This design comes from an exercise in tuning for small area on the open sky130 flow, not from production work. RTL that was checked went through simulation tests only; none was proved equivalent to the original. The flow treats the clock pin as an ideal source, which a real chip does not have. Power and IR drop assume default switching activity.

## conv_l1
module conv_l1(
    	input clk,
    	input reset,
    	input [7:0] pxl_in,
		input [7:0] kernel_00, input [7:0] kernel_01, input [7:0] kernel_02,
		input [7:0] kernel_10, input [7:0] kernel_11, input [7:0] kernel_12,
		input [7:0] kernel_20, input [7:0] kernel_21, input [7:0] kernel_22,
    	output [15:0] pxl_out,
		output valid
    );
	localparam ROW = 1200;	 
	localparam COL = 6;	 
	localparam DEPTH = 2*ROW + 2*COL;	 
	reg [8*DEPTH-1:0] line;
	always @(posedge clk)
		line <= {line[8*DEPTH-9:0], pxl_in};
	wire [7:0] x00 = line[8*(2*ROW+2*COL)-1 -: 8];
	wire [7:0] x01 = line[8*(2*ROW+COL)-1 -: 8];
	wire [7:0] x02 = line[8*(2*ROW)-1 -: 8];
	wire [7:0] x10 = line[8*(ROW+2*COL)-1 -: 8];
	wire [7:0] x11 = line[8*(ROW+COL)-1 -: 8];
	wire [7:0] x12 = line[8*ROW-1 -: 8];
	wire [7:0] x20 = line[8*(2*COL)-1 -: 8];
	wire [7:0] x21 = line[8*COL-1 -: 8];
	wire [15:0] sum;
	assign pxl_out = sum;
	wire pp1;
	wire pp3;
	wire pp5;
	wire pp7;
	wire pp9;
	wire pp11;
	wire pp13;
	wire pp15;
	wire pp17;
	wire pp19;
	wire pp21;
	wire pp23;
	wire pp25;
	wire pp27;
	wire pp29;
	wire pp31;
	wire pp33;
	wire pp35;
	wire pp37;
	wire pp39;
	wire pp41;
	wire pp43;
	wire pp45;
	wire pp47;
	wire pp49;
	wire pp51;
	wire pp53;
	wire pp55;
	wire pp57;
	wire pp59;
	wire pp61;
	wire pp63;
	wire pp65;
	wire pp67;
	wire pp69;
	wire pp71;
	wire pp73;
	wire pp75;
	wire pp77;
	wire pp79;
	wire pp81;
	wire pp83;
	wire pp85;
	wire pp87;
	wire pp89;
	wire pp91;
	wire pp93;
	wire pp95;
	wire pp97;
	wire pp99;
	wire pp101;
	wire pp103;
	wire pp105;
	wire pp107;
	wire pp109;
	wire pp111;
	wire pp113;
	wire pp115;
	wire pp117;
	wire pp119;
	wire pp121;
	wire pp123;
	wire pp125;
	wire pp127;
	wire pp129;
	wire pp131;
	wire pp133;
	wire pp135;
	wire pp137;
	wire pp139;
	wire pp141;
	wire pp143;
	wire pp145;
	wire pp147;
	wire pp149;
	wire pp151;
	wire pp153;
	wire pp155;
	wire pp157;
	wire pp159;
	wire pp161;
	wire pp163;
	wire pp165;
  ...
==> flow/config.mk <==
export PLATFORM = sky130hd
export DESIGN_NAME = conv_l1
export DESIGN_NICKNAME = conv_l1
export VERILOG_FILES = /design/flow/design.v
export SDC_FILE = /design/flow/constraint.sdc
export NUM_CORES = 8
export LEC_CHECK = 0
export CAP_MARGIN = 20
export CORE_MARGIN = 2
export CORE_UTILIZATION = 60
export PLACE_DENSITY = 0.75
export SLEW_MARGIN = 20
export SYNTH_HIERARCHICAL = 1
==> flow/constraint.sdc <==
create_clock -name core_clock -period 12.0 [get_ports {clk}]
set_input_delay 2.4000 -clock core_clock [delete_from_list [all_inputs] [get_ports {clk}]]
set_output_delay 2.4000 -clock core_clock [all_outputs]
set_load 0.01 [all_outputs]
standard.sh (not shown) runs the stock make flow with config.mk's settings and CLKGATE_MAP_FILE= SYNTH_SCRIPT=/design/flow/synth_recipe.tcl, a recipe that flattens the netlist after the stock synthesis.
==> flow/flow/run.sh <==
#!/bin/bash
# The standard layout (standard.sh) with a leaner clock tree: clock tree
# synthesis builds sink clusters of buf_12 without dummy loads, then
# post_cts.tcl resizes each leaf buffer to the smallest that keeps the
# flip-flop clock-pin slew under LEAF_SLEW_PS.
set -euo pipefail
here=$(cd "$(dirname "$0")" && pwd)
export CTS_ARGS="-sink_clustering_enable -repair_clock_nets -dont_use_dummy_load -sink_clustering_size 35 -sink_clustering_max_diameter 60 -buf_list sky130_fd_sc_hd__buf_12"
export POST_CTS_TCL="$here/post_cts.tcl"
export LEAF_SLEW_PS=120
export IO_CONSTRAINTS="$here/io.tcl"
export BUFFER_PORTS_ARGS="-buffer_cell sky130_fd_sc_hd__buf_2"
bash standard.sh > standard.log 2>&1
==> flow/flow/post_cts.tcl <==
# Runs at the end of ORFS's CTS step (POST_CTS_TCL): resize the clock-tree
# leaf buffers to the smallest that keeps the flip-flop clock-pin slew low.
source [file join [file dirname [info script]] leafsize.tcl]
set_propagated_clock [all_clocks]
estimate_parasitics -placement
leaf_resize $::env(LEAF_SLEW_PS) {sky130_fd_sc_hd__buf_2 sky130_fd_sc_hd__buf_4 sky130_fd_sc_hd__buf_6 sky130_fd_sc_hd__buf_8 sky130_fd_sc_hd__buf_12 sky130_fd_sc_hd__clkbuf_16 sky130_fd_sc_hd__buf_16}
detailed_placement
check_placement -verbose
Other scripts of this flow, unchanged in this note and not shown: flow/flow/io.tcl, flow/flow/leafsize.tcl
The starting point completed without violations.
Change:
GPL_TIMING_DRIVEN = 0   (was unset)
Die area does not change; combinational power increases by about 1%; wire length decreases by about 3%; power barely changes; count of clock-buffer cells in the layout came out lower by 11; fmax grows by 0.34%; via count is lower by 0.34%; final area stays flat; sequential share of layout area increases by 0.18 points.
Change:
--- a/flow/flow/run.sh
+++ b/flow/flow/run.sh
@@ -8 +8 @@
-export CTS_ARGS="-sink_clustering_enable -repair_clock_nets -dont_use_dummy_load -sink_clustering_size 35 -sink_clustering_max_diameter 60 -buf_list sky130_fd_sc_hd__buf_12"
+export CTS_ARGS="-sink_clustering_enable -repair_clock_nets -dont_use_dummy_load -sink_clustering_size 35 -sink_clustering_max_diameter 70 -buf_list sky130_fd_sc_hd__buf_12 -tree_buf sky130_fd_sc_hd__buf_8"
@@ -11,0 +12 @@
+export POST_GLOBAL_ROUTE_TCL="$here/post_grt.tcl"
--- a/flow/flow/post_cts.tcl
+++ b/flow/flow/post_cts.tcl
@@ -8,0 +9,2 @@
+source [file join [file dirname [info script]] report_leaf.tcl]
+report_leaf_slews [file join $::env(LOG_DIR) leaf_cts.txt]
==> flow/flow/post_grt.tcl (new file) <==
source [file join [file dirname [info script]] report_leaf.tcl]
report_leaf_slews [file join $::env(LOG_DIR) leaf_grt.txt]
==> flow/flow/report_leaf.tcl (new file) <==
# Report, per clock-tree leaf net, the worst flip-flop clock-pin slew (ps)
# with the parasitics estimated at this point of the flow.
proc report_leaf_slews {file} {
  set f [open $file w]
  foreach inst [[ord::get_db_block] getInsts] {
    if {![string match "clkbuf_*" [$inst getName]]} continue
    set out ""
    foreach it [$inst getITerms] { if {[$it isOutputSignal]} { set out [$it getNet] } }
    if {$out eq "" || $out eq "NULL"} continue
    set sinks [get_pins -of_objects [get_nets [$out getName]] -filter "direction==input"]
    set w 0
    foreach pin $sinks {
      foreach q {slew_max_rise slew_max_fall} { set s [get_property $pin $q]; if {$s > $w} { set w $s } }
    }
    puts $f "[$out getName] [[$inst getMaster] getName] [llength $sinks] [format %.2f [expr {$w*1000}]]"
  }
  close $f
}
Effect: The new run ran to the end with no violations. Total power went down slightly. Routed wire length went down slightly. Sequential share of layout area hardly moves. Setup slack loses 37 ps. Core utilization stays flat. First-iteration DRC count went up by a few percent. Sequential power is about the same. Die area stays the same. Area after synthesis is unchanged. Critical path depth does not change.
Change:
--- a/flow/flow/run.sh
+++ b/flow/flow/run.sh
@@ -12 +11,0 @@
-export POST_GLOBAL_ROUTE_TCL="$here/post_grt.tcl"
--- a/flow/flow/post_cts.tcl
+++ b/flow/flow/post_cts.tcl
@@ -9,2 +8,0 @@
-source [file join [file dirname [info script]] report_leaf.tcl]
-report_leaf_slews [file join $::env(LOG_DIR) leaf_cts.txt]
removed: flow/flow/post_grt.tcl
removed: flow/flow/report_leaf.tcl
What happened:
- critical path depth stays the same
- clock power stays flat
- setup slack stays the same
- via count stays the same
- final cell count does not change
- global-route usage does not change
- die area does not change
- clock skew is unchanged


Setup of the previous run:
Another version of the RTL of conv_l1 (not shown whole).
Size: about 20000 cells after synthesis, roughly 19000 flip-flops, ~99 I/O pins.
clock: 12.0 ns
lec_check: 0
cap_margin: 20
core_margin: 2
core_utilization: 60
gpl_timing_driven: 0
place_density: 0.75
setup_slack_margin: 0.1
slew_margin: 20
synth_hierarchical: 1
==> flow/flow/run.sh <==
#!/bin/bash
# The standard layout (standard.sh) with a leaner clock tree: clock tree
# synthesis builds sink clusters of buf_12 without dummy loads, then
# post_cts.tcl resizes each leaf buffer to the smallest that keeps the
# flip-flop clock-pin slew under LEAF_SLEW_PS.
set -euo pipefail
here=$(cd "$(dirname "$0")" && pwd)
export CTS_ARGS="-sink_clustering_enable -repair_clock_nets -dont_use_dummy_load -sink_clustering_size 33 -sink_clustering_max_diameter 80 -buf_list sky130_fd_sc_hd__buf_12 -tree_buf sky130_fd_sc_hd__buf_4"
export POST_CTS_TCL="$here/post_cts.tcl"
export LEAF_SLEW_PS=119
export IO_CONSTRAINTS="$here/io.tcl"
export BUFFER_PORTS_ARGS="-buffer_cell sky130_fd_sc_hd__buf_2"
bash standard.sh > standard.log 2>&1
Other scripts of this flow, unchanged in this note and not shown: flow/flow/io.tcl, flow/flow/leafsize.tcl, flow/flow/post_cts.tcl
[the previous run] flow finished | final checks: failed | reasons: setup timing
Modified inputs, the current run compared to the previous run
- a change of SETUP_SLACK_MARGIN from 0.1 to 0.2
-- flow/flow/run.sh --
<<< the previous run, line 7
here=$(cd "$(dirname "$0")" && pwd)
export CTS_ARGS="-sink_clustering_enable -repair_clock_nets -dont_use_dummy_load -sink_clustering_size 33 -sink_clustering_max_diameter 80 -buf_list sky130_fd_sc_hd__buf_12 -tree_buf sky130_fd_sc_hd__buf_4"
export POST_CTS_TCL="$here/post_cts.tcl"
>>> the current run, line 7
here=$(cd "$(dirname "$0")" && pwd)
export CTS_ARGS="-sink_clustering_enable -repair_clock_nets -dont_use_dummy_load -sink_clustering_size 35 -sink_clustering_max_diameter 70 -buf_list sky130_fd_sc_hd__buf_12 -tree_buf sky130_fd_sc_hd__buf_8"
export POST_CTS_TCL="$here/post_cts.tcl"
- From the logs: the previous run reached the end of the flow and failed the layout checks with setup timing.
- The current run reached the final stage; the timing, design-rule and antenna checks on its layout passed.
- Synthesized area: the previous run vs the current run identical
- In the current run, final area is higher than in the previous run.
- | number of vias in the routed layout | the previous run vs the current run | ≈ equal |
- The current run vs. the previous run: global-route usage barely changed, global-route track usage on met1 barely changed.
- Total negative slack for setup checks: the current run > the previous run
- Final non-filler cell total: the previous run vs the current run, no meaningful difference
- In the current run, the arrival time at the worst endpoint came out 0.45 ns below the value in the previous run.
- Largest net degree at the start of global routing up 2 in the current run wrt the previous run
- [the current run vs the previous run] multi-input combinational cell area: higher in the current run
Function was not checked in any run of this note: the RTL went through the layout flow alone.

## afterwards: timing with drivers on the ports
Ports are ideal in the flow. The routed layouts listed here were re-timed in OpenROAD. Step 1 (the two cells are an assumption about what drives the block):
set clk [get_ports {clk}]
set_driving_cell -lib_cell sky130_fd_sc_hd__clkbuf_16 $clk
set_driving_cell -lib_cell sky130_fd_sc_hd__buf_2 [delete_from_list [all_inputs] $clk]
Step 2 adds t to the input delays and takes it off the output delays; t is the mean of the earliest and latest rising clock arrival at the registers after step 1. Input paths then give back, and output paths get back, about the clock's delay inside the block. a / b / c = ideal ports / drivers / drivers and shift; a / b = the first two.
| run | t (ns) | slack for setup (ns) | cell pins on the clock port's net |
|---|---|---|---|
| the first run of note 1 | 1.085 | 0.179 / -0.053 / -0.053 | 1 |
| the second run of note 1 | 1.103 | 0.218 / 0.151 / 0.151 | 1 |
| the third run of note 1 | 1.197 | 0.181 / 0.153 / 0.153 | 1 |
| the fourth run of note 1 | 1.197 | 0.181 / 0.153 / 0.153 | 1 |
| the previous run | 1.469 | -0.109 / -0.207 / -0.145 | 1 |
| the current run | 1.163 | 0.339 / 0.193 / 0.193 | 1 |
With both steps, setup timing fails in the first run of note 1, where it was met with ideal ports. The setup slack of the first run of note 1, which loses most, moves by -0.232 ns with the drivers and by -0.232 ns with both steps.
